From an optimization exercise on the open Yosys and OpenROAD flow, aimed at small area, a short achievable clock period and few clock cycles per item; shortcuts taken in it are not production practice.
Function was checked by simulation only, so behaviour that the tests miss may differ from the original.

==> flow/run.sh <==
#!/bin/bash
# synth_recipe.tcl (not shown) runs the flow's synth.tcl, then flattens the netlist and writes it again
# the make line also repeats each setting of config.mk as NAME=value (left out here)
make -C /OpenROAD-flow-scripts/flow DESIGN_CONFIG=/design/flow/config.mk WORK_HOME=/design/flow/orfs CLKGATE_MAP_FILE= SYNTH_SCRIPT=/design/flow/synth_recipe.tcl finish
==> flow/config.mk <==
export PLATFORM = sky130hd
export DESIGN_NAME = DIVIDER_wrapper
export DESIGN_NICKNAME = DIVIDER_wrapper
export VERILOG_FILES = /design/flow/design.v
export SDC_FILE = /design/flow/constraint.sdc
export NUM_CORES = 4
export LEC_CHECK = 0
export ABC_CLOCK_PERIOD_IN_PS = 3000
export CAP_MARGIN = 20
export CORE_MARGIN = 2
export CORE_UTILIZATION = 40
export SETUP_SLACK_MARGIN = 5
export SLEW_MARGIN = 20
==> flow/constraint.sdc <==
create_clock -name core_clock -period 10.0 [get_ports {clk}]
set_input_delay 2.0000 -clock core_clock [delete_from_list [all_inputs] [get_ports {clk}]]
set_output_delay 2.0000 -clock core_clock [all_outputs]
set_load 0.01 [all_outputs]
==> flow/design.v <==
module DIVIDER (
    input  logic        clk, clr, go,
    input  logic [1:0]  func3,
    input  logic [31:0] rs1, rs2,
    output logic        done,
    output logic [31:0] rd
);
localparam logic [1:0] S_PREP = 2'd0, S_ITER = 2'd1, S_FIN = 2'd2;
logic [1:0]  state;
logic        done_r;
logic [31:0] R, B, Q;
logic [3:0]  cnt;
logic        neg_q, neg_r, is_rem;
assign done = done_r;
assign rd   = is_rem ? R : Q;
logic        sgn;
logic [31:0] abs_a, abs_b;
assign sgn   = ~func3[0];
assign abs_a = (sgn & rs1[31]) ? -rs1 : rs1;
assign abs_b = (sgn & rs2[31]) ? -rs2 : rs2;
logic [5:0]  za, zb;
logic [6:0]  dd;
logic        b_zero, short_op;
lzc32 lz_a (.x(R), .n(za));
lzc32 lz_b (.x(B), .n(zb));
assign dd       = {1'b0, zb} - {1'b0, za};
assign b_zero   = zb[5];
assign short_op = b_zero | dd[6];
logic [32:0] d1;
logic [33:0] d2;
logic [34:0] d3, csa_s, csa_c, x3, y3, z3;
logic        ge1, ge2, ge3;
assign d1 = {1'b0, R} - {1'b0, B};
assign d2 = {2'b0, R} - {1'b0, B, 1'b0};
assign x3 = {3'b0, R};
assign y3 = {3'b0, B};
assign z3 = ~{1'b0, B, 2'b0};
assign csa_s = x3 ^ y3 ^ z3;
assign csa_c = (x3 & y3) | (x3 & z3) | (y3 & z3);
assign d3 = csa_s + {csa_c[33:0], 1'b1};
assign ge1 = ~d1[32];
assign ge2 = ~d2[33];
assign ge3 = ~d3[34];
logic [31:0] r_next;
logic [1:0]  qd;
always_comb begin
    if (ge3)      r_next = d3[31:0];
    else if (ge2) r_next = d2[31:0];
    else if (ge1) r_next = d1[31:0];
    else          r_next = R;
end
assign qd = {ge2, ge3 | (ge1 & ~ge2)};
logic [31:0] negx;
assign negx = -(is_rem ? R : Q);
logic need_neg;
assign need_neg = is_rem ? neg_r : neg_q;
always_ff @(posedge clk) begin
    if (clr) begin
        done_r <= 1'b1;
        state  <= S_PREP;
    end else if (done_r) begin
        if (go) begin
            R      <= abs_a;
            B      <= abs_b;
            is_rem <= func3[1];
            neg_r  <= sgn & rs1[31];
            neg_q  <= sgn & (rs1[31] ^ rs2[31]) & (rs2 != 32'b0);
            state  <= S_PREP;
            done_r <= 1'b0;
        end
    end else begin
        case (state)
        S_PREP: begin
            if (short_op) begin
                Q <= {32{b_zero}};
                if (is_rem & neg_r) state <= S_FIN;
                else done_r <= 1'b1;
            end else begin
                B     <= B << {dd[4:1], 1'b0};
                cnt   <= dd[4:1];
                Q     <= 32'b0;
                state <= S_ITER;
            end
        end
        S_ITER: begin
            R   <= r_next;
            Q   <= {Q[29:0], qd};
            B   <= {2'b0, B[31:2]};
            cnt <= cnt - 4'd1;
            if (cnt == 4'd0) begin
                if (need_neg) state <= S_FIN;
                else done_r <= 1'b1;
            end
        end
        default: begin
            if (is_rem) R <= negx;
            else        Q <= negx;
            done_r <= 1'b1;
        end
        endcase
    end
end
endmodule
module lzc32 (
    input  logic [31:0] x,
    output logic [5:0]  n
);
    logic [15:0] z1; logic [15:0] c1;
    logic [7:0]  z2; logic [1:0] c2 [8];
    logic [3:0]  z3; logic [2:0] c3 [4];
    logic [1:0]  z4; logic [3:0] c4 [2];
    logic [4:0]  c5;
    always_comb begin
        for (int i = 0; i < 16; i++) begin
            z1[i] = ~(x[2*i+1] | x[2*i]);
            c1[i] = ~x[2*i+1];
        end
        for (int i = 0; i < 8; i++) begin
            z2[i] = z1[2*i+1] & z1[2*i];
            c2[i] = z1[2*i+1] ? {1'b1, c1[2*i]} : {1'b0, c1[2*i+1]};
        end
        for (int i = 0; i < 4; i++) begin
            z3[i] = z2[2*i+1] & z2[2*i];
            c3[i] = z2[2*i+1] ? {1'b1, c2[2*i]} : {1'b0, c2[2*i+1]};
        end
        for (int i = 0; i < 2; i++) begin
            z4[i] = z3[2*i+1] & z3[2*i];
            c4[i] = z3[2*i+1] ? {1'b1, c3[2*i]} : {1'b0, c3[2*i+1]};
        end
        c5 = z4[1] ? {1'b1, c4[0]} : {1'b0, c4[1]};
        n  = (z4[1] & z4[0]) ? 6'd32 : {1'b0, c5};
    end
endmodule
module DIVIDER_wrapper(
    input clk, go, clr,
    input [1:0] func3,
    input [31:0] rs1, rs2,
    output done,
    output logic [31:0] rd);
    DIVIDER divider(.clk(clk), .clr(clr), .go(go), .func3(func3),
                    .rs1(rs1), .rs2(rs2), .done(done), .rd(rd));
endmodule
==> results.json, run 1 <==
{
  "multi_input_area_mm2": 0.0115,
  "final_antenna_net_count": 0,
  "diodes": 0,
  "hold_path.class": "flop to flop",
  "worstMarginPinSlew_ps": 1120,
  "route.detailed.drc": 0,
  "dpl_worst_slack_ps": 4160,
  "crit_family": "simple AND/OR/NAND/NOR gates",
  "slew_viol_final": 0,
  "grt_first_pass_wirelength_um": 88700,
  "cp.arrival_ps": 5030,
  "cp_max_fo": 4,
  "cts_root_buf": "clkbuf_16",
  "die-area_mm2": 0.0399,
  "synth_edf_count": 103,
  "path_class": "primary input to flop",
  "cap_violations": 0,
  "cts_hold_buf": 0,
  "post-dp-hpwl_um": 45700,
  "first_global_vias": 15300,
  "synth_top_area_cell": "edfxtp_1",
  "core_mm2": 0.0377,
  "status": "timing/DRC/antenna clean",
  "ys_async_sr_fraction_pct": 0,
  "ys_warn_count": 5,
  "syn_avg_cell_area_um2": 7.87,
  "grtUsageMet2_pct": 44.9,
  "cts_max_level": 3,
  "vias": 15800,
  "port-buffer-count": 101,
  "rsz0062_at_grt": "true",
  "start_util_pct": 40.7,
  "cts_made_buffers": 9,
  "grt_max_degree": 73,
  "routabilityCongestion": 0.973,
  "grtUsageTotal_pct": 29.3,
  "finalHoldViolCount": 0,
  "drive_above_1_share_pct": 6.62,
  "synth_cell_types": 87,
  "area_growth_pct": 14.4,
  "fmax_mhz": 204,
  "cts_tree": "done",
  "setup_viol": 0,
  "synth_top_cell_area_share_pct": 20.2,
  "path_cells": "clkdlybuf4s50_1 -> or4_4 -> nor3_2 -> nand2_1 -> or4_1 -> nor4_4 -> a21oi_1 -> xnor2_1 -> o22ai_1 -> a211o_1",
  "row_count": 71,
  "clk_latency_ps": 370,
  "avgRoutedWirePerCell_um": 23.1,
  "regArea_mm2": 0.00316,
  "viasPerCell": 6.22,
  "synth_seq_area_share_pct": 20.6,
  "finClkSkew_ps": 11.3,
  "first_pass_iters": 5,
  "critPathMaxStageDelay_ps": 560,
  "clockBufferDepth": 2,
  "synth_nets": 2155,
  "start_kind": "primary input",
  "fin_crit_sh_pct": 49.1,
  "synth-seq-cells": 106,
  "grt-ovfl-total": 0,
  "netlist_instances": 1946,
  "grtUsageMet3_pct": 4.83,
  "yosysMostFrequentCell": "a21oi_1",
  "cp.required_ps": 10120,
  "clkTransAtPathRegs_ps": 70,
  "fin_crit_ps": 4910,
  "cpMaxStageDelayCell": "or4_4",
  "nets": 2228,
  "synthTopCellsByArea": "edfxtp_1 (20%), ha_1 (8.7%), a21oi_1 (6.5%)",
  "drt_iter0_drc": 1602,
  "antenna_found_initial": 0,
  "synth_area_mm2": 0.0153,
  "cp_num_buf_inv": 1,
  "slew_headroom_pct": 25.1,
  "die_w_um": 200,
  "end_kind": "flop",
  "use_met1_pct": 40.5,
  "num-fill-cells": 3841,
  "drt_wl_total_um": 58600,
  "setup_ws_ps": 5090,
  "yosys-top-cells-count": "a21oi_1 (199), inv_1 (179), nand2_1 (158)",
  "cts_sinks": 106,
  "io-pin-count": 102,
  "fin_tns_setup_ps": 0,
  "grt.busiest_layer": "met2",
  "ys.flop_type": "edfxtp_1",
  "chipHeight_um": 200
}
## worst reg2reg max path, cell delays in order (launching register included)
cell        delay (ps)
edfxtp_1           560
nor4_4             560
nor3_1             100
o311ai_0           540
o311a_1            300
inv_1               70
fa_1               510
buf_4              350
clkinvlp_2         680
mux2i_1            470
inv_1               80
mux2i_1            260
a211o_1            190
## layout by cell type (no fill, tap or decap), types with 13 or more instances in the layout
cell,count
a31oi_1,23
buf_4,36
nand2_1,156
mux2_2,19
ha_1,106
nor4_1,17
nor2_1,130
clkdlybuf4s50_1,99
o21ai_0,134
o31ai_1,17
or3_1,13
mux2i_1,51
o221ai_1,15
a21o_1,49
o21bai_1,14
a21oi_1,199
xor2_1,71
nand2b_1,30
nand4_1,16
fa_1,34
xnor2_1,96
inv_1,178
o21ai_1,14
nand3_1,29
edfxtp_1,103
nor3_1,38
a211oi_1,32
a22oi_1,37
o21a_1,17
o211ai_1,32
## stage by stage
step                      cell area (µm²)  utilization, %  hold slack [ps]  cells
final                               17500            46.5              627   2535
after global routing                17500            46.5              670   2535
after CTS                           17300            46.0              631   2525
after detailed placement            16900            44.9              618   2502
after global placement              16900            44.9              598   2502
after floorplan                     15300               -              570   1946
## per-layer routing
metal / up-vias / share of wire, %
met1: 7545 / 44
met4: 0 / 4.6
met2: 757 / 43
met5: - / 0
met3: 155 / 8.3
li1: 7301 / -
## cell families (layout without fill, tap and decap cells)
group           after synthesis  after routing  synth area share [%]
flops                       106            106                  20.6
compound gates              680            680                  28.5
mux                          73             73                  5.02
fa+ha+maj                   140            140                  13.1
simple gates                520            521                  16.7
buf+inv                     258            335                  6.42
xor+xnor                    169            169                  9.66
## worst paths after layout
path,from,end,slack (ps),cells past startpoint
min reg2reg,divider.cnt[0],divider.cnt[0],630,1
max,rs2[8],divider.B[27],5090,10
max reg2reg,divider.R[27],divider.B[27],5210,12
min,divider.cnt[0],divider.cnt[0],630,1
## cell type report
class | count | share of cell area (%)
clock buffers | 11 | 1.38
clock inverters | 5 | 0.307
inverters | 180 | 3.88
multi-input cells | 1583 | 65.3
flip-flops and latches | 106 | 18.0
well taps | 511 | 3.65
repair buffers | 138 | 7.40
repair inverters | 1 | 0.0286
## sequential cells by signal (all words and copies together), names as in the netlist
signal          flops
divider.R          32
divider.neg_r       1
divider.done_r      1
divider.cnt         4
divider.is_rem      1
divider.Q          32
divider.state       2
divider.neg_q       1
divider.B          32
## timing repair
action | in CTS | in global routing
endpoints found under the setup margin | 89 | 86
gates resized for setup | 16 | 25
pin swaps | 4 | 7
buffers inserted | 6 | 9
gates cloned | 1 | 1
Testbench counts, summed over its fixed seeds: cycles 22,314, items 3,200.
==> run 2: changes to the inputs <==
--- a/flow/config.mk
+++ b/flow/config.mk
@@ -5,9 +5,8 @@
 export SDC_FILE = /design/flow/constraint.sdc
 export NUM_CORES = 4
 export LEC_CHECK = 0
-export ABC_CLOCK_PERIOD_IN_PS = 3000
+export ABC_AREA = 1
 export CAP_MARGIN = 20
 export CORE_MARGIN = 2
 export CORE_UTILIZATION = 40
-export SETUP_SLACK_MARGIN = 5
 export SLEW_MARGIN = 20
==> results.json, run 2 <==
{
  "r2r-end": "divider.B[29]",
  "clkTransAtPathRegs_ps": 100,
  "yosysMostFrequentCell": "nand2_1",
  "cts_tree": "done",
  "fin_crit_sh_pct": 54.2,
  "cts_hold_buf": 0,
  "cp_max_fo": 29,
  "first_global_vias": 19200,
  "setup_viol": 0,
  "die-area_mm2": 0.0441,
  "cts_sinks": 106,
  "min_from": "divider.state[0]",
  "yosys-top-cells-count": "nand2_1 (677), inv_1 (408), nor2_1 (267)",
  "first_pass_iters": 6,
  "grt_first_pass_wirelength_um": 120000,
  "synth_top_cell_area_share_pct": 18.2,
  "rrSetupSlack_ps": 4580,
  "final_antenna_net_count": 0,
  "path_common_cell": "nand2_1",
  "status": "timing/DRC/antenna clean",
  "synth_area_mm2": 0.0170,
  "fmax_mhz": 184,
  "vias": 19800,
  "slew_viol_final": 0,
  "slew_headroom_pct": 26.6,
  "die_w_um": 210,
  "largestRegisters": "divider.B x32, divider.Q x32, divider.R x32",
  "clockBufferDepth": 2,
  "synth_seq_area_share_pct": 18.6,
  "area_growth_pct": 10.8,
  "post-dp-hpwl_um": 68000,
  "final_util_pct": 44.9,
  "grtUsageTotal_pct": 36.7,
  "final_common_cell": "nand2_1",
  "grt-ovfl-total": 0,
  "fin_tns_setup_ps": 0,
  "path_class": "flop to flop",
  "rr_startpoint": "divider.B[25]",
  "rsz0062_at_grt": "false",
  "core_mm2": 0.0419,
  "avgRoutedWirePerCell_um": 24.1,
  "io-pin-count": 102,
  "num-fill-cells": 4591,
  "chipHeight_um": 210,
  "routabilityCongestion": 1.06,
  "viasPerCell": 5.87,
  "start_kind": "flop",
  "final_cell_mix": "nand2_1 (677), inv_1 (408), nor2_1 (264), a21oi_1 (240), nand3_1 (230)",
  "cts_made_buffers": 9,
  "synth_cell_types": 59,
  "fin_crit_ps": 5420,
  "fin_cells": 3373,
  "finalHoldViolCount": 0,
  "synth_top_area_cell": "edfxtp_1",
  "nets": 3038,
  "cp.required_ps": 10100,
  "ys.flop_type": "edfxtp_1",
  "synth_nets": 2974,
  "post_cts_resized": 0,
  "antenna_found_initial": 2,
  "grt_max_degree": 58,
  "drt_iter0_drc": 2401,
  "whs_endpoint": "divider.state[0]",
  "row_count": 75,
  "route.detailed.drc": 0,
  "cpMaxStageDelayCell": "or2_2",
  "syn_avg_cell_area_um2": 6.14,
  "cts_root_buf": "clkbuf_16",
  "rr_worst_depth": 19,
  "diodes": 0,
  "synth-seq-cells": 106,
  "dp.cells": 3357,
  "whs_path_depth": 2,
  "netlist_instances": 2765,
  "drt_wl_total_um": 81200,
  "finClkSkew_ps": 22.2,
  "end_kind": "flop",
  "cp.arrival_ps": 5520,
  "hold_path.class": "flop to flop",
  "port-buffer-count": 101,
  "post-cts-setup-buffers": 0,
  "synthTopCellsByArea": "edfxtp_1 (18%), nand2_1 (15%), inv_1 (9.0%)",
  "start_util_pct": 40.5,
  "clk_latency_ps": 400,
  "ys_warn_count": 5,
  "cts_max_level": 3,
  "worstMarginPinSlew_ps": 1090,
  "critPathMaxStageDelay_ps": 800,
  "cap_violations": 0,
  "ys_async_sr_fraction_pct": 0,
  "drive_above_1_share_pct": 3.60,
  "path_cells": "inv_1 -> nand2_1 -> nor2_1 -> nand2_1 -> nor2_2 -> inv_1 -> nor2_1 -> a32oi_1 -> fa_1 -> o21ai_0 -> nand2_1 -> nand2_1 -> a21oi_1 -> nor2_1 -> o21ai_0 -> nor3_1 -> or2_2 -> o21ai_0 -> inv_1",
  "synth_edf_count": 103
}
[run 2: cell types whose count changed after synthesis, sizes merged, moves of 31 or more]
cell | previous run | this run
nand3 | 30 | 235
nor2 | 136 | 278
mux2i | 51 | 2
nand2 | 158 | 685
xnor2 | 97 | 18
a21oi | 199 | 240
inv | 179 | 413
a21o | 50 | 19
o21ai | 149 | 260
[run 2: worst max-delay path, delay by kind of cell, from the launching register on]
kind                       cells  cell delay, ps
AOI/OAI and AO/OA              5             740
adders and majority gates      1             510
buffers and inverters          3             610
DFF                            1             580
and+or+nand+nor               10            2650
[run 2: final cells by class]
| cell class | count | area, µm² | area share (%) |
|---|---|---|---|
| timing repair buffer | 123 | 1180 | 6.25 |
| clock inverter | 7 | 83.8 | 0.446 |
| inverter | 417 | 1570 | 8.32 |
| sequential | 106 | 3150 | 16.8 |
| clock buffer | 9 | 225 | 1.20 |
| tap | 539 | 674 | 3.58 |
| multi-input combinational | 2172 | 11900 | 63.4 |
[run 2: logic make-up (layout without fill, tap and decap cells)]
| kind of cell | after synthesis | count (layout) | synth area share (%) |
|---|---|---|---|
| simple gates | 1315 | 1315 | 33.0 |
| xor+xnor | 82 | 82 | 4.27 |
| mux | 2 | 2 | 0.118 |
| fa+ha+maj | 140 | 140 | 11.8 |
| buf+inv | 487 | 556 | 11.2 |
| flops | 106 | 106 | 18.6 |
| compound gates | 633 | 633 | 21.0 |
[run 2: routing by layer]
metal / vias to the layer above / wire, µm / GRT usage [%]
li1: 9340 / - / -
met1: 9255 / 34400 / 49.1
met2: 1046 / 35600 / 58.6
met3: 155 / 8090 / 7.70
met4: 2 / 3060 / 13.1
met5: - / 9 / 0
[run 2: metrics by stage]
step | setup WS (ps) | cell area, µm² | hold slack [ps]
2_1_floorplan | 6060 | 17000 | 460
3_3_place_gp | 4750 | 18500 | 499
3_5_place_dp | 4600 | 18500 | 506
4_1_cts | 4580 | 18800 | 518
5_1_grt | 3940 | 18800 | 546
6_report | 4580 | 18800 | 515
[run 2: worst max path at each step]
stage | start | end | slack [ps] | cells past startpoint
final | divider.B[25] | divider.B[29] | 4580 | 19
after global routing | divider.B[25] | divider.B[28] | 3940 | 19
after CTS | divider.B[25] | divider.B[29] | 4580 | 19
after detailed placement | divider.B[25] | divider.B[29] | 4600 | 19
after global placement | func3[0] | divider.B[18] | 4750 | 8
after floorplan | divider.B[22] | divider.B[28] | 6060 | 19
==> run 3: changes to the inputs <==
==> flow/flow/run.sh (new file) <==
#!/bin/bash
# Standard ORFS layout, with repair_timing aiming for extra setup slack.
set -euo pipefail
bash standard.sh SETUP_SLACK_MARGIN=6.6 finish > standard_flow.log 2>&1
==> flow/standard.sh (new file) <==
#!/bin/bash
# synth_recipe.tcl (not shown) runs the flow's synth.tcl, then flattens the netlist and writes it again
# the make line also repeats each setting of config.mk as NAME=value (left out here)
make -C /OpenROAD-flow-scripts/flow DESIGN_CONFIG=/design/flow/config.mk WORK_HOME=/design/flow/orfs CLKGATE_MAP_FILE= SYNTH_SCRIPT=/design/flow/synth_recipe.tcl "${@:-finish}"
--- a/flow/config.mk
+++ b/flow/config.mk
@@ -5,8 +5,9 @@
 export SDC_FILE = /design/flow/constraint.sdc
 export NUM_CORES = 4
 export LEC_CHECK = 0
-export ABC_AREA = 1
+export ABC_CLOCK_PERIOD_IN_PS = 3000
 export CAP_MARGIN = 20
 export CORE_MARGIN = 2
 export CORE_UTILIZATION = 40
+export SETUP_SLACK_MARGIN = 5
 export SLEW_MARGIN = 20
removed: flow/run.sh
==> results.json, run 3 <==
{
  "hold_path.class": "flop to flop",
  "cp.arrival_ps": 4550,
  "fin_crit_sh_pct": 44.2,
  "synth_top_cell_area_share_pct": 20.2,
  "grt_first_pass_wirelength_um": 108000,
  "cts_tree": "done",
  "final_cell_mix": "buf_4 (248), a21oi_1 (156), inv_1 (146), nand2_1 (140), nor2_1 (112)",
  "first_pass_iters": 6,
  "clkTransAtPathRegs_ps": 80,
  "cp_num_buf_inv": 2,
  "port-buffer-count": 101,
  "final_antenna_net_count": 0,
  "cts_sinks": 106,
  "start_kind": "primary input",
  "end_kind": "flop",
  "cts_root_buf": "clkbuf_16",
  "row_count": 71,
  "finalHoldViolCount": 0,
  "fmax_mhz": 226,
  "start_util_pct": 40.7,
  "final_common_cell": "buf_4",
  "routabilityCongestion": 0.969,
  "cts_hold_buf": 0,
  "cpMaxStageDelayCell": "or4_4",
  "rr_startpoint": "divider.B[15]",
  "clockBufferDepth": 2,
  "hold-worst-slack_ps": 622,
  "synthTopCellsByArea": "edfxtp_1 (20%), ha_1 (8.7%), a21oi_1 (6.5%)",
  "grt_max_degree": 72,
  "wl_met3_um": 9230,
  "cp.required_ps": 10130,
  "clk_latency_ps": 390,
  "die-area_mm2": 0.0399,
  "viasPerCell": 6.51,
  "vias": 18700,
  "diodes": 0,
  "core_mm2": 0.0377,
  "rr_worst_depth": 22,
  "finClkSkew_ps": 9.84,
  "synth_seq_area_share_pct": 20.6,
  "crit_family": "simple AND/OR/NAND/NOR gates",
  "rrSetupSlack_ps": 5630,
  "nets": 2570,
  "rsz0062_at_grt": "true",
  "post-dp-hpwl_um": 49200,
  "cts_max_level": 3,
  "synth-seq-cells": 106,
  "drt-met1-wl_um": 30500,
  "num-fill-cells": 3125,
  "yosys-top-cells-count": "a21oi_1 (199), inv_1 (179), nand2_1 (158)",
  "path_class": "primary input to flop",
  "slew_viol_final": 0,
  "area_growth_pct": 51.6,
  "top_layer": "met4",
  "drt_iter0_drc": 2700,
  "path_cells": "buf_6 -> or4_4 -> nor2_4 -> buf_6 -> nand2_8 -> or4_4 -> nor3_4 -> nand2_2 -> o41ai_4 -> xnor2_1 -> a22oi_1 -> nand3_1",
  "syn_avg_cell_area_um2": 7.87,
  "fin_tns_setup_ps": 0,
  "drive_above_1_share_pct": 34.4,
  "cap_violations": 0,
  "fin_crit_ps": 4420,
  "synth_edf_count": 103,
  "slew_headroom_pct": 30.0,
  "critPathMaxStageDelay_ps": 550,
  "largestRegisters": "divider.B x32, divider.Q x32, divider.R x32",
  "final_area_mm2": 0.0232,
  "placed_cell_area_mm2": 0.0172,
  "ys.flop_type": "edfxtp_1",
  "drt_wl_total_um": 78000,
  "cts_made_buffers": 9,
  "regArea_mm2": 0.00316,
  "antenna_found_initial": 1,
  "ys_async_sr_fraction_pct": 0,
  "cp_max_fo": 4,
  "yosysMostFrequentCell": "a21oi_1",
  "synth_top_area_cell": "edfxtp_1",
  "netlist_instances": 1946,
  "min_from": "divider.cnt[0]",
  "synth_nets": 2155,
  "multi_input_area_mm2": 0.0137,
  "whs_path_depth": 1,
  "io-pin-count": 102,
  "die_w_um": 200,
  "chipHeight_um": 200,
  "whs_endpoint": "divider.cnt[0]",
  "route.detailed.drc": 0,
  "ys_warn_count": 5,
  "r2r-end": "divider.B[29]",
  "met2_length_um": 33100,
  "first_global_vias": 17000,
  "grtUsageTotal_pct": 36.3,
  "synth_area_mm2": 0.0153,
  "worstMarginPinSlew_ps": 1050,
  "setup_viol": 0,
  "status": "timing/DRC/antenna clean",
  "grt-ovfl-total": 0,
  "synth_cell_types": 87,
  "avgRoutedWirePerCell_um": 27.1
}
-- run 3: through the flow --
step,setup slack (ps),utilization (%),std cells
2_1_floorplan,5550,-,1946
3_3_place_gp,4630,45.6,2504
3_5_place_dp,4540,45.6,2504
4_1_cts,5560,56.1,2751
5_1_grt,5500,61.7,2877
6_report,5580,61.7,2877
-- run 3: layer usage --
| metal | global-route usage (%) | vias to the layer above |
|---|---|---|
| li1 | - | 8005 |
| met1 | 49.6 | 8939 |
| met2 | 55.4 | 1426 |
| met3 | 7.07 | 354 |
| met4 | 16.5 | 0 |
| met5 | 0 | - |
-- run 3: worst max-delay path by stage --
stage,from,endpoint,cells past startpoint
floorplan,rs1[4],divider.R[29],10
global placement,rs1[4],divider.R[30],11
detailed placement,rs1[4],divider.R[30],11
CTS,rs1[5],divider.R[29],11
global route,rs1[20],divider.R[29],10
finish,rs1[5],divider.R[30],12
-- run 3: kinds of logic after synthesis --
kind of cell,Yosys count,share of synthesized area (%)
mux,73,5.02
simple gates,520,16.7
xor+xnor,169,9.66
flops,106,20.6
buf+inv,258,6.42
fa+ha+maj,140,13.1
compound gates,680,28.5
-- run 3: timing repair --
item | 4_1_cts | 5_1_grt
gates resized for setup | 597 | 249
cloned | 17 | 5
setup buffers | 214 | 121
pin swaps | 122 | 113
setup endpoints to repair | 204 | 195
-- run 3: area by class of cell --
type | instances | area share, %
multi-input combinational | 1587 | 58.8
timing repair buffer | 475 | 20.4
sequential | 106 | 13.6
inverter | 180 | 3.12
tap | 511 | 2.75
clock buffer | 10 | 0.986
clock inverter | 6 | 0.307
timing repair inverter | 2 | 0.0646
-- run 3: worst register-to-register path: stages (launching register included) --
cell and delay, ps:
edfxtp_1 550, buf_6 200, buf_6 110, buf_6 110
nor4_4 260, nand2_2 170, a21oi_4 160, a211oi_4 90
or3b_4 420, nor2_4 120, fa_2 250, buf_6 130
nor2b_4 40, o21ai_1 120, nand2b_1 110, a21o_1 210
a21oi_4 220, nor2_2 80, nor2_2 130, nor4_4 40
buf_4 180, or2_4 290, o21a_4 160
==> run 4: changes to the inputs <==
--- a/flow/design.v
+++ b/flow/design.v
@@ -71,14 +71,13 @@
     end else begin
         case (state)
         S_PREP: begin
+            B   <= B << {dd[4:1], 1'b0};
+            cnt <= dd[4:1];
+            Q   <= {32{b_zero}};
             if (short_op) begin
-                Q <= {32{b_zero}};
                 if (is_rem & neg_r) state <= S_FIN;
                 else done_r <= 1'b1;
             end else begin
-                B     <= B << {dd[4:1], 1'b0};
-                cnt   <= dd[4:1];
-                Q     <= 32'b0;
                 state <= S_ITER;
             end
         end
==> flow/run.sh (new file) <==
#!/bin/bash
# synth_recipe.tcl (not shown) runs the flow's synth.tcl, then flattens the netlist and writes it again
# the make line also repeats each setting of config.mk as NAME=value (left out here)
make -C /OpenROAD-flow-scripts/flow DESIGN_CONFIG=/design/flow/config.mk WORK_HOME=/design/flow/orfs CLKGATE_MAP_FILE= SYNTH_SCRIPT=/design/flow/synth_recipe.tcl finish
removed: flow/flow/run.sh
removed: flow/standard.sh
==> results.json, run 4 <==
{
  "synth_cell_types": 87,
  "syn_avg_cell_area_um2": 7.82,
  "finalHoldViolCount": 0,
  "rrSetupSlack_ps": 5140,
  "final_antenna_net_count": 0,
  "cp_num_cells": 12,
  "crit_family": "compound AO/OA/AOI/OAI gates",
  "yosysMostFrequentCell": "a21oi_1",
  "cts_sinks": 106,
  "end_kind": "flop",
  "slew_headroom_pct": 38.4,
  "cts_max_level": 3,
  "setup_viol": 0,
  "rr_worst_depth": 12,
  "cap_violations": 0,
  "r2r-end": "divider.B[30]",
  "cp.arrival_ps": 5100,
  "core_mm2": 0.0386,
  "cp.required_ps": 10230,
  "synth-seq-cells": 106,
  "synthTopCellsByArea": "edfxtp_1 (20%), ha_1 (8.5%), a21oi_1 (6.4%)",
  "synth_nets": 2215,
  "post-dp-hpwl_um": 48400,
  "start_kind": "flop",
  "clk_latency_ps": 390,
  "cp-startpoint": "divider.R[30]",
  "fin_crit_ps": 4860,
  "port-buffer-count": 101,
  "grt-ovfl-total": 0,
  "antenna_found_initial": 0,
  "synth_seq_area_share_pct": 20.1,
  "routabilityCongestion": 0.994,
  "netlist_instances": 2006,
  "grtUsageTotal_pct": 29.8,
  "vias": 16400,
  "synth_top_area_cell": "edfxtp_1",
  "num-fill-cells": 3891,
  "io-pin-count": 102,
  "synth_top_cell_area_share_pct": 19.7,
  "ys.flop_type": "edfxtp_1",
  "fin_crit_sh_pct": 48.6,
  "cpMaxStageDelayCell": "fa_4",
  "rsz0062_at_grt": "true",
  "ys_warn_count": 5,
  "whs_path_depth": 2,
  "path_class": "flop to flop",
  "slew_viol_final": 0,
  "cts_root_buf": "clkbuf_16",
  "chipHeight_um": 202,
  "first_pass_iters": 6,
  "critPathMaxStageDelay_ps": 1130,
  "die_w_um": 202,
  "cp_max_fo": 23,
  "ys_async_sr_fraction_pct": 0,
  "path_cells": "nor4_4 -> and2_1 -> o2111ai_2 -> a2111oi_2 -> o211a_2 -> clkinv_2 -> fa_4 -> mux2i_1 -> nand3_1 -> nor4_1 -> a21oi_1 -> o211ai_1",
  "fmax_mhz": 206,
  "cp_num_buf_inv": 1,
  "synth_area_mm2": 0.0157,
  "nets": 2278,
  "first_global_vias": 15400,
  "final_common_cell": "a21oi_1",
  "start_util_pct": 40.6,
  "cts_hold_buf": 0,
  "finClkSkew_ps": 13.7,
  "yosys-top-cells-count": "a21oi_1 (200), inv_1 (190), nand2_1 (144)",
  "hold_path.class": "flop to flop",
  "clkTransAtPathRegs_ps": 90,
  "cts_tree": "done",
  "status": "timing/DRC/antenna clean",
  "clockBufferDepth": 2,
  "worstSetupEndpoint": "divider.B[30]",
  "route.detailed.drc": 0,
  "drt_wl_total_um": 62000,
  "viasPerCell": 6.32,
  "final_cell_mix": "a21oi_1 (198), inv_1 (190), nand2_1 (143), nor2_1 (125), o21ai_0 (121)",
  "worstMarginPinSlew_ps": 914,
  "row_count": 72,
  "avgRoutedWirePerCell_um": 23.9,
  "cts_made_buffers": 9,
  "drt_iter0_drc": 1798,
  "fin_tns_setup_ps": 0,
  "area_growth_pct": 14.0,
  "rr_startpoint": "divider.R[30]",
  "drive_above_1_share_pct": 6.36,
  "die-area_mm2": 0.0408,
  "largestRegisters": "divider.B x32, divider.Q x32, divider.R x32",
  "synth_edf_count": 103,
  "grt_first_pass_wirelength_um": 93700,
  "grt_max_degree": 71
}
run 4: tightest hold or removal path, cell delays in order (launching register included):
cell and delay (ps):
edfxtp_1 350, a211oi_1 80, a21oi_1 110
run 4: cells by family after synthesis:
logic type	Yosys count	synth area share [%]
fa+ha+maj	140	12.8
simple gates	559	18.0
xor+xnor	153	8.55
compound gates	700	29.2
buf+inv	279	6.82
flops	106	20.1
mux	69	4.53
run 4: how the worst min path moves through the flow:
stage                   start        endpoint  slack (ps)
2_1_floorplan  divider.cnt[0]  divider.cnt[0]         590
3_3_place_gp   divider.cnt[0]  divider.cnt[0]         620
3_5_place_dp    divider.Q[17]   divider.Q[19]         640
4_1_cts         divider.Q[17]   divider.Q[19]         650
5_1_grt        divider.cnt[0]  divider.cnt[0]         690
6_report        divider.Q[17]   divider.Q[19]         650
run 4: timing repair:
action | in CTS | in global routing
resized for setup | 10 | 28
buffers inserted | 0 | 14
pin swaps | 0 | 3
endpoints found under the setup margin | 40 | 87
run 4: layer usage:
metal  global-route usage [%]  part of all wire, %
met5                        0                    0
met4                     11.6                  4.0
met3                     3.64                  6.8
met2                     48.7                   46
met1                     40.1                   43
run 4: final cells by class:
| type | instances | area [µm²] | area share, % |
|---|---|---|---|
| multi-input combinational | 1621 | 11700 | 65.5 |
| sequential | 106 | 3160 | 17.7 |
| timing repair buffer | 140 | 1340 | 7.48 |
| inverter | 191 | 718 | 4.02 |
| tap | 518 | 648 | 3.63 |
| clock buffer | 9 | 225 | 1.26 |
| clock inverter | 7 | 80.1 | 0.448 |
| antenna | 2 | 5.00 | 0.0280 |
run 4: stage by stage:
step | cells | instance area, µm² | utilization (%) | hold WS [ps] | worst slack, ps
global placement | 2562 | 17200 | 44.6 | 624 | 4640
detailed placement | 2562 | 17200 | 44.6 | 641 | 4540
global route | 2592 | 17900 | 46.2 | 692 | 4960
finish | 2594 | 17900 | 46.2 | 649 | 5140
floorplan | 2006 | 15700 | - | 589 | 5210
CTS | 2578 | 17600 | 45.5 | 649 | 4950
Testbench counts of run 4, summed over its fixed seeds: cycles 22,314, items 3,200.
==> run 5: changes to the inputs <==
--- a/flow/design.v
+++ b/flow/design.v
@@ -12,7 +12,7 @@
 logic [3:0]  cnt;
 logic        neg_q, neg_r, is_rem;
 assign done = done_r;
-assign rd   = is_rem ? R : Q;
+assign rd   = R;     
 logic        sgn;
 logic [31:0] abs_a, abs_b;
 assign sgn   = ~func3[0];
@@ -51,7 +51,7 @@
 end
 assign qd = {ge2, ge3 | (ge1 & ~ge2)};
 logic [31:0] negx;
-assign negx = -(is_rem ? R : Q);
+assign negx = -R;
 logic need_neg;
 assign need_neg = is_rem ? neg_r : neg_q;
 always_ff @(posedge clk) begin
@@ -73,7 +73,8 @@
         S_PREP: begin
             B   <= B << {dd[4:1], 1'b0};
             cnt <= dd[4:1];
-            Q   <= {32{b_zero}};
+            Q   <= 32'b0;
+            if (short_op & ~is_rem) R <= {32{b_zero}};
             if (short_op) begin
                 if (is_rem & neg_r) state <= S_FIN;
                 else done_r <= 1'b1;
@@ -82,7 +83,8 @@
             end
         end
         S_ITER: begin
-            R   <= r_next;
+            if ((cnt == 4'd0) & ~is_rem) R <= {Q[29:0], qd};
+            else                         R <= r_next;
             Q   <= {Q[29:0], qd};
             B   <= {2'b0, B[31:2]};
             cnt <= cnt - 4'd1;
@@ -92,8 +94,7 @@
             end
         end
         default: begin
-            if (is_rem) R <= negx;
-            else        Q <= negx;
+            R <= negx;
             done_r <= 1'b1;
         end
         endcase
==> results.json, run 5 <==
{
  "clkTransAtPathRegs_ps": 80,
  "synth_nets": 2131,
  "io-pin-count": 102,
  "avgRoutedWirePerCell_um": 23.2,
  "yosys-top-cells-count": "a21oi_1 (178), nor2_1 (168), inv_1 (161)",
  "first_global_vias": 14300,
  "cts_made_buffers": 9,
  "first_pass_iters": 5,
  "end_kind": "flop",
  "core_mm2": 0.0373,
  "path_class": "flop to flop",
  "ys_warn_count": 5,
  "slew_viol_final": 0,
  "drive_above_1_share_pct": 5.11,
  "start_util_pct": 40.3,
  "routabilityCongestion": 0.991,
  "synth_edf_count": 101,
  "grt-ovfl-total": 0,
  "cts_tree": "done",
  "hold_path.class": "flop to flop",
  "post-dp-hpwl_um": 45600,
  "cap_violations": 0,
  "cp.arrival_ps": 4990,
  "area_growth_pct": 13.4,
  "chipHeight_um": 198,
  "finalHoldViolCount": 0,
  "fin_crit_ps": 4860,
  "drt_wl_total_um": 57300,
  "synth_top_cell_area_share_pct": 20.2,
  "finClkSkew_ps": 8.71,
  "synth_cell_types": 77,
  "syn_avg_cell_area_um2": 7.83,
  "status": "timing/DRC/antenna clean",
  "num-fill-cells": 3732,
  "setup_viol": 0,
  "rsz0062_at_grt": "false",
  "die_w_um": 198,
  "synthTopCellsByArea": "edfxtp_1 (20%), ha_1 (8.8%), a21oi_1 (5.9%)",
  "viasPerCell": 6.17,
  "cts_sinks": 104,
  "start_kind": "flop",
  "diodes": 0,
  "slew_headroom_pct": 38.3,
  "synth-seq-cells": 104,
  "final_antenna_net_count": 0,
  "row_count": 71,
  "clk_latency_ps": 390,
  "grt_max_degree": 58,
  "ys_async_sr_fraction_pct": 0,
  "synth_seq_area_share_pct": 20.6,
  "route.detailed.drc": 0,
  "grtUsageTotal_pct": 29.2,
  "die-area_mm2": 0.0392,
  "grt_first_pass_wirelength_um": 86300,
  "final_common_cell": "a21oi_1",
  "fmax_mhz": 206,
  "cts_max_level": 3,
  "drt_iter0_drc": 1405,
  "largestRegisters": "divider.B x32, divider.R x32, divider.Q x30",
  "clockBufferDepth": 2,
  "final_util_pct": 45.7,
  "port-buffer-count": 101,
  "cp_max_fo": 31,
  "worstMarginPinSlew_ps": 917,
  "ys.flop_type": "edfxtp_1",
  "netlist_instances": 1922,
  "cts_root_buf": "clkbuf_16",
  "antenna_found_initial": 0,
  "final_cell_mix": "a21oi_1 (175), nor2_1 (166), inv_1 (161), o21ai_0 (141), nand2_1 (132)",
  "cts_hold_buf": 0,
  "fin_tns_setup_ps": 0,
  "fin_crit_sh_pct": 48.6,
  "synth_top_area_cell": "edfxtp_1",
  "synth_area_mm2": 0.0150,
  "cp.required_ps": 10130,
  "nets": 2199,
  "vias": 15200,
  "yosysMostFrequentCell": "a21oi_1"
}
[run 5: cells by family after synthesis]
group,synth area share [%]
AO/OA/AOI/OAI,28.8
XOR/XNOR,9.25
adder cells (fa/ha/maj),13.3
buffers and inverters,6.22
flip-flops,20.6
multiplexers,3.49
AND/OR/NAND/NOR,18.4
[run 5: worst max-delay path: stages, from the launching register on]
cell and delay, ps:
edfxtp_1 530, inv_1 240, fa_1 540, inv_1 40
ha_1 320, o211ai_1 200, a21oi_1 90, o211ai_1 450
a31oi_1 340, a31oi_2 420, a21o_1 170, buf_4 360
nand2_1 250, o311a_1 370, buf_8 210
[run 5: worst paths after layout]
kind	depth (start not counted)	slack, ps	from	endpoint
hold / removal	1	550	divider.Q[8]	divider.Q[10]
setup / recovery	14	5140	divider.B[3]	divider.R[5]
setup reg to reg	14	5140	divider.B[3]	divider.R[5]
hold reg to reg	1	550	divider.Q[8]	divider.Q[10]
[run 5: layout make-up]
cell class	count	area, µm²	share of cell area [%]
clock inverters	6	77.6	0.455
well taps	474	593	3.48
multi-input cells	1576	11200	65.4
repair buffers	138	1310	7.68
inverters	161	604	3.54
flip-flops and latches	104	3100	18.1
clock buffers	10	229	1.34
[run 5: repair_timing]
item	CTS	global route
setup buffers	1	12
pin swaps	1	5
gates resized for setup	10	16
setup endpoints to repair	61	82
[run 5: stage by stage]
stage	hold WS, ps	setup slack, ps	cell area [µm²]	instances
after detailed placement	534	4570	16600	2440
after floorplan	518	5450	15000	1922
final	555	5140	17100	2469
after CTS	554	5010	16900	2457
after global placement	528	4580	16600	2440
after global routing	569	5000	17100	2469
[run 5: layer usage]
layer	global-route usage [%]	routed length (µm)	vias to the layer above
met1	39.3	24900	7320
met5	0	0	-
met2	47.0	26300	586
li1	-	-	7232
met4	13.8	2640	0
met3	2.83	3450	107
Testbench counts of run 5, summed over its fixed seeds: cycles 22,314, items 3,200.
==> run 6: changes to the inputs <==
--- a/flow/config.mk
+++ b/flow/config.mk
@@ -8,6 +8,7 @@
 export ABC_CLOCK_PERIOD_IN_PS = 3000
 export CAP_MARGIN = 20
 export CORE_MARGIN = 2
-export CORE_UTILIZATION = 40
+export CORE_UTILIZATION = 65
+export PLACE_DENSITY = 0.75
 export SETUP_SLACK_MARGIN = 5
 export SLEW_MARGIN = 20
==> results.json, run 6 <==
{
  "final_antenna_net_count": 0,
  "synth_cell_types": 77,
  "avgRoutedWirePerCell_um": 24.6,
  "fin_tns_setup_ps": 0,
  "fin_crit_ps": 5000,
  "rr_startpoint": "divider.B[3]",
  "routabilityCongestion": 1.00,
  "status": "timing/DRC/antenna clean",
  "netlist_instances": 1922,
  "cts_hold_buf": 0,
  "setup_viol": 0,
  "grt.busiest_layer": "met2",
  "area_growth_pct": 12.4,
  "cts_root_buf": "clkbuf_16",
  "synth_top_cell_area_share_pct": 20.2,
  "synthTopCellsByArea": "edfxtp_1 (20%), ha_1 (8.8%), a21oi_1 (5.9%)",
  "cp_max_fo": 5,
  "synth_seq_area_share_pct": 20.6,
  "die-area_mm2": 0.0244,
  "multi_input_area_mm2": 0.0112,
  "cts_tree": "done",
  "cts_made_buffers": 9,
  "grtUsageMet3_pct": 10.1,
  "final_cell_mix": "a21oi_1 (175), nor2_1 (165), inv_1 (161), o21ai_0 (143), nand2_1 (133)",
  "whs_path_depth": 1,
  "synth_edf_count": 101,
  "clkTransAtPathRegs_ps": 90,
  "row_count": 55,
  "nets": 2201,
  "first_global_vias": 14900,
  "synth_top_area_cell": "edfxtp_1",
  "port-buffer-count": 101,
  "antenna_found_initial": 0,
  "rr_worst_depth": 14,
  "clockBufferDepth": 2,
  "synth-seq-cells": 104,
  "cp.required_ps": 10110,
  "finalHoldViolCount": 0,
  "post-dp-hpwl_um": 43200,
  "dpl_worst_slack_ps": 4530,
  "vias": 16200,
  "rsz0062_at_grt": "false",
  "regArea_mm2": 0.00310,
  "finClkSkew_ps": 12.0,
  "die_w_um": 156,
  "r2r-end": "divider.R[13]",
  "drt_iter0_drc": 2301,
  "ys_warn_count": 5,
  "end_kind": "flop",
  "cts_max_level": 3,
  "start_kind": "primary input",
  "slew_viol_final": 0,
  "rrSetupSlack_ps": 5120,
  "yosysMostFrequentCell": "a21oi_1",
  "diodes": 0,
  "yosys-top-cells-count": "a21oi_1 (178), nor2_1 (168), inv_1 (161)",
  "path_class": "primary input to flop",
  "fin_crit_sh_pct": 50.0,
  "first_pass_iters": 8,
  "grtUsageMet2_pct": 69.6,
  "grt_max_degree": 70,
  "use_met1_pct": 56.3,
  "largestRegisters": "divider.B x32, divider.R x32, divider.Q x30",
  "synth_nets": 2131,
  "slew_headroom_pct": 34.3,
  "num-fill-cells": 1733,
  "grtUsageTotal_pct": 45.2,
  "setup_ws_ps": 5000,
  "grt_first_pass_wirelength_um": 84200,
  "clk_latency_ps": 370,
  "fmax_mhz": 200,
  "io-pin-count": 102,
  "hold_path.class": "flop to flop",
  "chipHeight_um": 156,
  "viasPerCell": 7.10,
  "cts_sinks": 104,
  "min_from": "divider.Q[15]",
  "final_common_cell": "a21oi_1",
  "ys_async_sr_fraction_pct": 0,
  "ys.flop_type": "edfxtp_1",
  "synth_area_mm2": 0.0150,
  "drt_wl_total_um": 56000,
  "drive_above_1_share_pct": 5.61,
  "cap_violations": 0,
  "cp.arrival_ps": 5110,
  "start_util_pct": 66.2,
  "core_mm2": 0.0227,
  "route.detailed.drc": 0,
  "whs_endpoint": "divider.Q[17]",
  "worstMarginPinSlew_ps": 976,
  "grt-ovfl-total": 0,
  "syn_avg_cell_area_um2": 7.83
}
==> run 6: area by class of cell <==
cell class	instances	share of cell area (%)
Timing Repair Buffer	140	7.92
Inverter	161	3.57
Sequential cell	104	18.3
Clock buffer	9	1.33
Multi-Input combinational cell	1576	66.4
Clock inverter	7	0.385
Tap cell	285	2.11
==> run 6: layer usage <==
layer,part of all wire [%],vias to the layer above,wire [µm]
met5,0,-,0
met4,8.7,0,4850
met3,11,290,6400
met2,43,1176,24300
met1,37,7485,20500
li1,-,7255,-
==> run 6: what timing repair did <==
item,CTS,global route
gates resized for setup,10,23
pin swaps,0,3
gates cloned,0,0
setup endpoints to repair,67,76
buffers inserted,3,14
==> run 6: critical path, cell delays in order <==
cell and delay (ps):
clkdlybuf4s50_1 470, or3_1 440, or3b_2 560, nor3_1 460
nand3_1 270, o21ai_0 250, xnor2_1 140, a22oi_1 230
o31a_1 190, o211ai_1 90
==> run 6: logic make-up after synthesis <==
kind of cell | after synthesis | share of synthesized area [%]
buf+inv | 242 | 6.22
flops | 104 | 20.6
xor+xnor | 158 | 9.25
fa+ha+maj | 140 | 13.3
mux | 52 | 3.49
compound gates | 672 | 28.8
simple gates | 554 | 18.4
==> run 6: through the flow <==
step / hold WS (ps) / instances / util [%] / cell area, µm²
finish: 551 / 2282 / 74.5 / 16900
global route: 565 / 2282 / 74.5 / 16900
CTS: 549 / 2268 / 73.4 / 16700
detailed placement: 537 / 2249 / 71.8 / 16300
global placement: 525 / 2249 / 71.8 / 16300
floorplan: 518 / 1922 / - / 15000
==> run 6: worst max-delay path by stage <==
stage                    endpoint     startpoint  slack, ps
finish              divider.B[28]         rs2[2]       5000
global route        divider.R[29]         rs1[2]       5010
CTS                 divider.B[29]  divider.R[21]       5000
detailed placement  divider.B[29]         rs2[8]       4530
global placement    divider.B[30]  divider.R[22]       4720
floorplan           divider.R[10]  divider.R[23]       5450
==> run 7: changes to the inputs <==
--- a/flow/design.v
+++ b/flow/design.v
@@ -55,25 +55,37 @@
 logic need_neg;
 assign need_neg = is_rem ? neg_r : neg_q;
 always_ff @(posedge clk) begin
+    if (done_r) begin
+        B      <= abs_b;
+        is_rem <= func3[1];
+        neg_r  <= sgn & rs1[31];
+        neg_q  <= sgn & (rs1[31] ^ rs2[31]) & (rs2 != 32'b0);
+    end else if (state == S_PREP) begin
+        B      <= B << {dd[4:1], 1'b0};
+    end else begin
+        B      <= {2'b0, B[31:2]};
+    end
+    if (state == S_PREP) begin
+        Q   <= 32'b0;
+        cnt <= dd[4:1];
+    end else begin
+        Q   <= {Q[29:0], qd};
+        cnt <= cnt - 4'd1;
+    end
+end
+always_ff @(posedge clk) begin
     if (clr) begin
         done_r <= 1'b1;
         state  <= S_PREP;
     end else if (done_r) begin
         if (go) begin
             R      <= abs_a;
-            B      <= abs_b;
-            is_rem <= func3[1];
-            neg_r  <= sgn & rs1[31];
-            neg_q  <= sgn & (rs1[31] ^ rs2[31]) & (rs2 != 32'b0);
             state  <= S_PREP;
             done_r <= 1'b0;
         end
     end else begin
         case (state)
         S_PREP: begin
-            B   <= B << {dd[4:1], 1'b0};
-            cnt <= dd[4:1];
-            Q   <= 32'b0;
             if (short_op & ~is_rem) R <= {32{b_zero}};
             if (short_op) begin
                 if (is_rem & neg_r) state <= S_FIN;
@@ -85,9 +97,6 @@
         S_ITER: begin
             if ((cnt == 4'd0) & ~is_rem) R <= {Q[29:0], qd};
             else                         R <= r_next;
-            Q   <= {Q[29:0], qd};
-            B   <= {2'b0, B[31:2]};
-            cnt <= cnt - 4'd1;
             if (cnt == 4'd0) begin
                 if (need_neg) state <= S_FIN;
                 else done_r <= 1'b1;
--- a/flow/config.mk
+++ b/flow/config.mk
@@ -8,7 +8,6 @@
 export ABC_CLOCK_PERIOD_IN_PS = 3000
 export CAP_MARGIN = 20
 export CORE_MARGIN = 2
-export CORE_UTILIZATION = 65
-export PLACE_DENSITY = 0.75
+export CORE_UTILIZATION = 40
 export SETUP_SLACK_MARGIN = 5
 export SLEW_MARGIN = 20
==> results.json, run 7 <==
{
  "synth_compound_area_share_pct": 29.2,
  "clockBufferDepth": 2,
  "die_w_um": 193,
  "synth_seq_area_share_pct": 17.4,
  "critPathMaxStageDelay_ps": 670,
  "placed_cell_area_mm2": 0.0157,
  "first_pass_iters": 6,
  "start_util_pct": 40.3,
  "ys_async_sr_fraction_pct": 0,
  "ys.flop_type": "dfxtp_1",
  "slew_viol_final": 0,
  "rrSetupSlack_ps": 5130,
  "cts_max_level": 3,
  "ys_warn_count": 5,
  "cap_violations": 0,
  "nets": 2146,
  "port-buffer-count": 101,
  "antenna_found_initial": 0,
  "rr_worst_depth": 16,
  "cts_made_buffers": 9,
  "path_cells": "clkdlybuf4s50_1 -> or4_1 -> nor4_1 -> nor3b_1 -> a21oi_1 -> xnor2_1 -> nand2_1 -> a22oi_1 -> o41ai_1 -> a41oi_1 -> o21ai_1",
  "synth-simple-area-share_pct": 18.4,
  "area_growth_pct": 14.1,
  "fin_crit_sh_pct": 48.8,
  "synth_top_family_by_area": "compound AO/OA/AOI/OAI gates",
  "synth-seq-cells": 104,
  "cp.arrival_ps": 4990,
  "grtUsageTotal_pct": 30.0,
  "cp_num_cells": 11,
  "clkTransAtPathRegs_ps": 80,
  "worstMarginPinSlew_ps": 857,
  "synth_edf_count": 39,
  "yosysMostFrequentCell": "a21oi_1",
  "syn_avg_cell_area_um2": 7.59,
  "final_common_cell": "a21oi_1",
  "post-dp-hpwl_um": 44200,
  "final_antenna_net_count": 0,
  "synth_cell_types": 85,
  "synth_xor_area_share_pct": 10.3,
  "end_kind": "flop",
  "io-pin-count": 102,
  "grt-ovfl-total": 0,
  "synthMuxAreaShare_pct": 3.91,
  "synth_top_area_cell": "ha_1",
  "cts_sinks": 104,
  "avgRoutedWirePerCell_um": 23.4,
  "cpMaxStageDelayCell": "or4_1",
  "largestRegisters": "divider.B x32, divider.R x32, divider.Q x30",
  "start_kind": "primary input",
  "status": "timing/DRC/antenna clean",
  "cp.required_ps": 10110,
  "fin_cells": 2403,
  "dp.cells": 2373,
  "first_global_vias": 14000,
  "hold_path.class": "flop to flop",
  "slew_headroom_pct": 41.4,
  "setup_viol": 0,
  "cts_tree": "done",
  "core_mm2": 0.0353,
  "cp_max_fo": 4,
  "netlist_instances": 1874,
  "routabilityCongestion": 0.992,
  "path_class": "primary input to flop",
  "cts_hold_buf": 0,
  "fin_crit_ps": 4880,
  "rsz0062_at_grt": "true",
  "final_area_mm2": 0.0162,
  "synth-adder-area-share_pct": 14.1,
  "drive_above_1_share_pct": 5.92,
  "final_cell_mix": "a21oi_1 (201), inv_1 (164), nor2_1 (148), nand2_1 (125), xnor2_1 (109)",
  "synthTopCellsByArea": "ha_1 (9.3%), dfxtp_1 (9.1%), edfxtp_1 (8.2%)",
  "synth_area_mm2": 0.0142,
  "synth_top_cell_area_share_pct": 9.32,
  "drt_iter0_drc": 1373,
  "chipHeight_um": 193,
  "cp_num_buf_inv": 1,
  "fmax_mhz": 205,
  "route.detailed.drc": 0,
  "diodes": 0,
  "die-area_mm2": 0.0371,
  "grt_max_degree": 72,
  "clk_latency_ps": 370,
  "finClkSkew_ps": 13.0,
  "viasPerCell": 6.21,
  "fin_tns_setup_ps": 0,
  "cts_root_buf": "clkbuf_16",
  "synth_nets": 2083,
  "row_count": 69,
  "grt_first_pass_wirelength_um": 83600,
  "yosys-top-cells-count": "a21oi_1 (203), inv_1 (164), nor2_1 (149)",
  "finalHoldViolCount": 0,
  "whs_path_depth": 1,
  "vias": 14900,
  "crit_family": "simple AND/OR/NAND/NOR gates",
  "drt_wl_total_um": 56200
}
==> run 7: per-stage QoR <==
step / setup slack, ps / util [%] / hold WS (ps)
floorplan: 5040 / - / 430
global placement: 4460 / 44.4 / 437
detailed placement: 4410 / 44.4 / 442
CTS: 5010 / 45.3 / 458
global route: 4860 / 46.0 / 467
finish: 5120 / 46.0 / 458
==> run 7: worst register-to-register path, stage by stage (launching register included) <==
cell,delay (ps)
edfxtp_1,470
inv_1,200
ha_1,220
nor3b_2,290
and2_2,280
and2b_2,280
nand2_2,130
o311ai_0,130
a211oi_1,140
o31ai_2,230
buf_4,170
fa_4,820
buf_16,270
o21ai_1,370
mux2i_1,170
a211o_1,350
o31ai_2,190
==> run 7: path summary, 6_finish.rpt <==
path	start	end
worst max-delay path	rs1[22]	divider.R[29]
worst min-delay path	divider.Q[9]	divider.Q[11]
worst max register to register	divider.R[1]	divider.B[29]
worst min register to register	divider.Q[9]	divider.Q[11]
==> run 7: layout make-up <==
type / instances / area, µm²
Inverter: 165 / 619
Clock inverter: 6 / 43.8
Sequential cell: 104 / 2480
Fill cell: 3585 / 19100
Multi-Input combinational cell: 1521 / 10900
Clock buffer: 10 / 229
Timing Repair Buffer: 136 / 1360
Tap cell: 461 / 577
==> run 7: layer usage <==
| metal | up-vias | GRT usage [%] | part of all wire [%] |
|---|---|---|---|
| met3 | 83 | 3.51 | 7.8 |
| met4 | 0 | 10.3 | 3.2 |
| met1 | 7164 | 41.5 | 44 |
| li1 | 6983 | - | - |
| met5 | - | 0 | 0 |
| met2 | 691 | 48.0 | 45 |
==> run 7: cells by family after synthesis <==
family          after synthesis
xor+xnor                    167
compound gates              633
buf+inv                     249
mux                          51
flops                       104
fa+ha+maj                   140
simple gates                530
==> run 7: repair_timing <==
action,CTS,global route
cloned,0,2
hold endpoints to repair,0,0
buffers inserted,2,10
pin swaps,0,5
setup endpoints to repair,63,79
resized for setup,9,23
Testbench counts of run 7, summed over its fixed seeds: cycles 22,314, items 3,200.
==> run 8: changes to the inputs <==
--- a/flow/design.v
+++ b/flow/design.v
@@ -18,11 +18,13 @@
 assign sgn   = ~func3[0];
 assign abs_a = (sgn & rs1[31]) ? -rs1 : rs1;
 assign abs_b = (sgn & rs2[31]) ? -rs2 : rs2;
-logic [5:0]  za, zb;
+logic        sa;
+logic [5:0]  la, lb, za, zb;
 logic [6:0]  dd;
 logic        b_zero, short_op;
-lzc32 lz_a (.x(R), .n(za));
-lzc32 lz_b (.x(B), .n(zb));
+assign sa = sgn & rs1[31];
+lzc32 lz_a (.x(rs1 ^ {32{sa}}), .n(la));
+lzc32 lz_b (.x(abs_b), .n(lb));
 assign dd       = {1'b0, zb} - {1'b0, za};
 assign b_zero   = zb[5];
 assign short_op = b_zero | dd[6];
@@ -57,6 +59,8 @@
 always_ff @(posedge clk) begin
     if (done_r) begin
         B      <= abs_b;
+        za     <= la - {5'b0, sa};
+        zb     <= lb;
         is_rem <= func3[1];
         neg_r  <= sgn & rs1[31];
         neg_q  <= sgn & (rs1[31] ^ rs2[31]) & (rs2 != 32'b0);
==> results.json, run 8 <==
{
  "status": "timing/DRC/antenna clean",
  "cts_made_buffers": 17,
  "synth-adder-area-share_pct": 12.5,
  "ys_warn_count": 5,
  "clk_latency_ps": 440,
  "grt_max_degree": 62,
  "end_kind": "flop",
  "cts_hold_buf": 0,
  "final_cell_mix": "nor2_1 (193), a21oi_1 (189), inv_1 (184), nand2_1 (150), o21ai_0 (132)",
  "start_util_pct": 40.7,
  "final_common_cell": "nor2_1",
  "area_growth_pct": 15.2,
  "io-pin-count": 102,
  "regArea_mm2": 0.00284,
  "clockBufferDepth": 2,
  "hold-worst-slack_ps": 455,
  "first_global_vias": 16100,
  "diodes": 0,
  "wl_met3_um": 5510,
  "drive_above_1_share_pct": 7.23,
  "whs_path_depth": 1,
  "drt_wl_total_um": 63300,
  "num-fill-cells": 4056,
  "grtUsageTotal_pct": 29.5,
  "cts_sinks": 116,
  "cp_max_fo": 7,
  "dp.cells": 2723,
  "met2_length_um": 28100,
  "slew_headroom_pct": 23.7,
  "rsz0062_at_grt": "true",
  "syn_avg_cell_area_um2": 7.40,
  "cp.arrival_ps": 5290,
  "finClkSkew_ps": 10.6,
  "synth_nets": 2399,
  "drt_iter0_drc": 1560,
  "rrSetupSlack_ps": 5220,
  "cts_max_level": 4,
  "routabilityCongestion": 0.962,
  "final_util_pct": 46.8,
  "route.detailed.drc": 0,
  "netlist_instances": 2188,
  "row_count": 73,
  "synth_seq_area_share_pct": 17.5,
  "fmax_mhz": 196,
  "path_class": "primary input to flop",
  "cp.required_ps": 10180,
  "fin_crit_ps": 5110,
  "ys_async_sr_fraction_pct": 0,
  "synth_edf_count": 51,
  "post-dp-hpwl_um": 49100,
  "worstMarginPinSlew_ps": 1140,
  "whs_endpoint": "divider.Q[16]",
  "vias": 17300,
  "ys.flop_type": "dfxtp_1",
  "top_layer": "met4",
  "viasPerCell": 6.21,
  "setup_viol": 0,
  "finalHoldViolCount": 0,
  "min_from": "divider.Q[14]",
  "yosysMostFrequentCell": "nor2_1",
  "largestRegisters": "divider.B x32, divider.R x32, divider.Q x30",
  "port-buffer-count": 101,
  "multi_input_area_mm2": 0.0125,
  "fin_cells": 2780,
  "core_mm2": 0.0398,
  "cts_tree": "done",
  "antenna_found_initial": 0,
  "r2r-end": "divider.R[0]",
  "synth_compound_area_share_pct": 28.7,
  "avgRoutedWirePerCell_um": 22.8,
  "rr_startpoint": "divider.R[24]",
  "synthMuxAreaShare_pct": 3.50,
  "fin_crit_sh_pct": 51.1,
  "cap_violations": 0,
  "first_pass_iters": 6,
  "synth_top_area_cell": "edfxtp_1",
  "yosys-top-cells-count": "nor2_1 (197), a21oi_1 (190), inv_1 (184)",
  "drt-met1-wl_um": 27600,
  "synth-simple-area-share_pct": 21.9,
  "grt_first_pass_wirelength_um": 95000,
  "start_kind": "primary input",
  "slew_viol_final": 0,
  "grt-ovfl-total": 0,
  "nets": 2453,
  "synth_top_family_by_area": "compound AO/OA/AOI/OAI gates",
  "synth_area_mm2": 0.0162,
  "synth_cell_types": 84,
  "cts_root_buf": "clkbuf_16",
  "die_w_um": 205,
  "clkTransAtPathRegs_ps": 60,
  "synth-seq-cells": 116,
  "hold_path.class": "flop to flop",
  "synth_xor_area_share_pct": 8.81,
  "die-area_mm2": 0.0421,
  "rr_worst_depth": 14,
  "synthTopCellsByArea": "edfxtp_1 (9.5%), ha_1 (8.3%), dfxtp_1 (8.0%)",
  "synth_top_cell_area_share_pct": 9.46,
  "final_antenna_net_count": 0,
  "fin_tns_setup_ps": 0,
  "chipHeight_um": 205
}
run 8: cell count changes after synthesis, sizes merged, moves of 17 or more:
cell    before  now
o21ai      115  136
nor3        36   73
clkbuf      66  101
a31oi       16   39
mux2i       32   51
o211ai      14   31
nand2      127  151
nor2       150  197
nand2b      17   34
nand4       11   28
inv        165  184
run 8: cells by family (layout without fill, tap and decap cells):
logic type               Yosys count  in the layout
XOR/XNOR                         162            162
adder cells (fa/ha/maj)          142            142
multiplexers                      56             56
AND/OR/NAND/NOR                  705            707
flip-flops                       116            116
AO/OA/AOI/OAI                    705            705
buffers and inverters            302            367
run 8: layout make-up:
cell class	count	share of cell area (%)
Multi-Input combinational cell	1772	67.0
Sequential cell	116	15.2
Tap cell	525	3.52
Inverter	184	3.70
Timing Repair Buffer	151	7.57
Clock buffer	22	2.66
Clock inverter	10	0.362
run 8: per-layer routing:
metal  track usage (%)  vias up
met3              5.89      124
met5                 0        -
met1              40.3     8243
met2              46.2      796
li1                  -     8097
met4              10.2        0
run 8: worst max path at each step:
| stage | slack, ps | endpoint | depth (start not counted) | startpoint |
|---|---|---|---|---|
| CTS | 4880 | divider.zb[0] | 10 | rs2[14] |
| global placement | 4030 | divider.zb[0] | 10 | rs2[8] |
| floorplan | 5130 | divider.zb[0] | 10 | rs2[10] |
| finish | 4890 | divider.zb[0] | 10 | rs2[10] |
| detailed placement | 3930 | divider.zb[0] | 10 | rs2[8] |
| global route | 4750 | divider.zb[0] | 11 | rs2[0] |
run 8: metrics by stage:
| step | cell area (µm²) | setup WS, ps |
|---|---|---|
| 2_1_floorplan | 16200 | 5130 |
| 3_3_place_gp | 17700 | 4030 |
| 3_5_place_dp | 17700 | 3930 |
| 4_1_cts | 18300 | 4880 |
| 5_1_grt | 18700 | 4750 |
| 6_report | 18700 | 4890 |
run 8: timing repair:
item                                    in CTS  in global routing
endpoints found under the setup margin      47                 52
buffers inserted                             5                 18
gates resized for setup                     24                 38
gates cloned                                 0                  2
pin swaps                                    3                 16
run 8: worst max-delay path, cell delays in order:
cell,delay [ps]
dlygate4sd2_1,320
or4_4,590
or3_4,470
nor4_4,270
a21oi_1,110
o32a_1,410
nor4b_2,320
or3b_4,440
a41o_1,210
nor3b_1,140
Testbench counts of run 8, summed over its fixed seeds: cycles 22,653, items 3,200.

## what the ideal ports hide
The flow's constraints put no driver on any port. The routed layouts listed below were extracted and timed again, unchanged, in two steps. Step 1 sets driving cells, clkbuf_16 on the clock port and buf_2 on the other inputs (assumed; they add their load-dependent delay and slew). Step 2 times the ports against the registers' clock, not the clock port: input delays grow and output delays shrink by t, the midpoint of the rising clock arrivals with the driver on. a / b / c = ideal ports / drivers / drivers and shift; a / b = the first two.
run | t (ns) | slack for setup (ns) | hold WS [ns] | clock arrival spread, ns | worst data-port slew with drivers (ns)
run 1 | 0.420 | 5.089 / 5.118 / 4.698 | 0.627 / 0.627 / 0.627 | 0.012 / 0.011 | 0.05
run 2 | 0.441 | 4.577 / 4.577 / 4.490 | 0.515 / 0.515 / 0.515 | 0.022 / 0.022 | 0.05
run 3 | 0.434 | 5.578 / 5.595 / 5.162 | 0.622 / 0.622 / 0.622 | 0.010 / 0.010 | 0.05
run 4 | 0.438 | 5.137 / 5.137 / 4.787 | 0.649 / 0.649 / 0.649 | 0.013 / 0.014 | 0.05
run 5 | 0.445 | 5.136 / 5.136 / 4.788 | 0.555 / 0.555 / 0.555 | 0.009 / 0.009 | 0.05
run 6 | 0.417 | 4.998 / 5.018 / 4.601 | 0.551 / 0.551 / 0.551 | 0.012 / 0.012 | 0.06
run 7 | 0.419 | 5.119 / 5.126 / 4.727 | 0.458 / 0.458 / 0.458 | 0.013 / 0.013 | 0.06
run 8 | 0.491 | 4.893 / 4.931 / 4.439 | 0.455 / 0.455 / 0.455 | 0.010 / 0.011 | 0.05
After both steps every run listed still meets setup and hold. The setup slack of run 8, which loses most, moves by +0.038 ns with the drivers and by -0.454 ns with both steps.
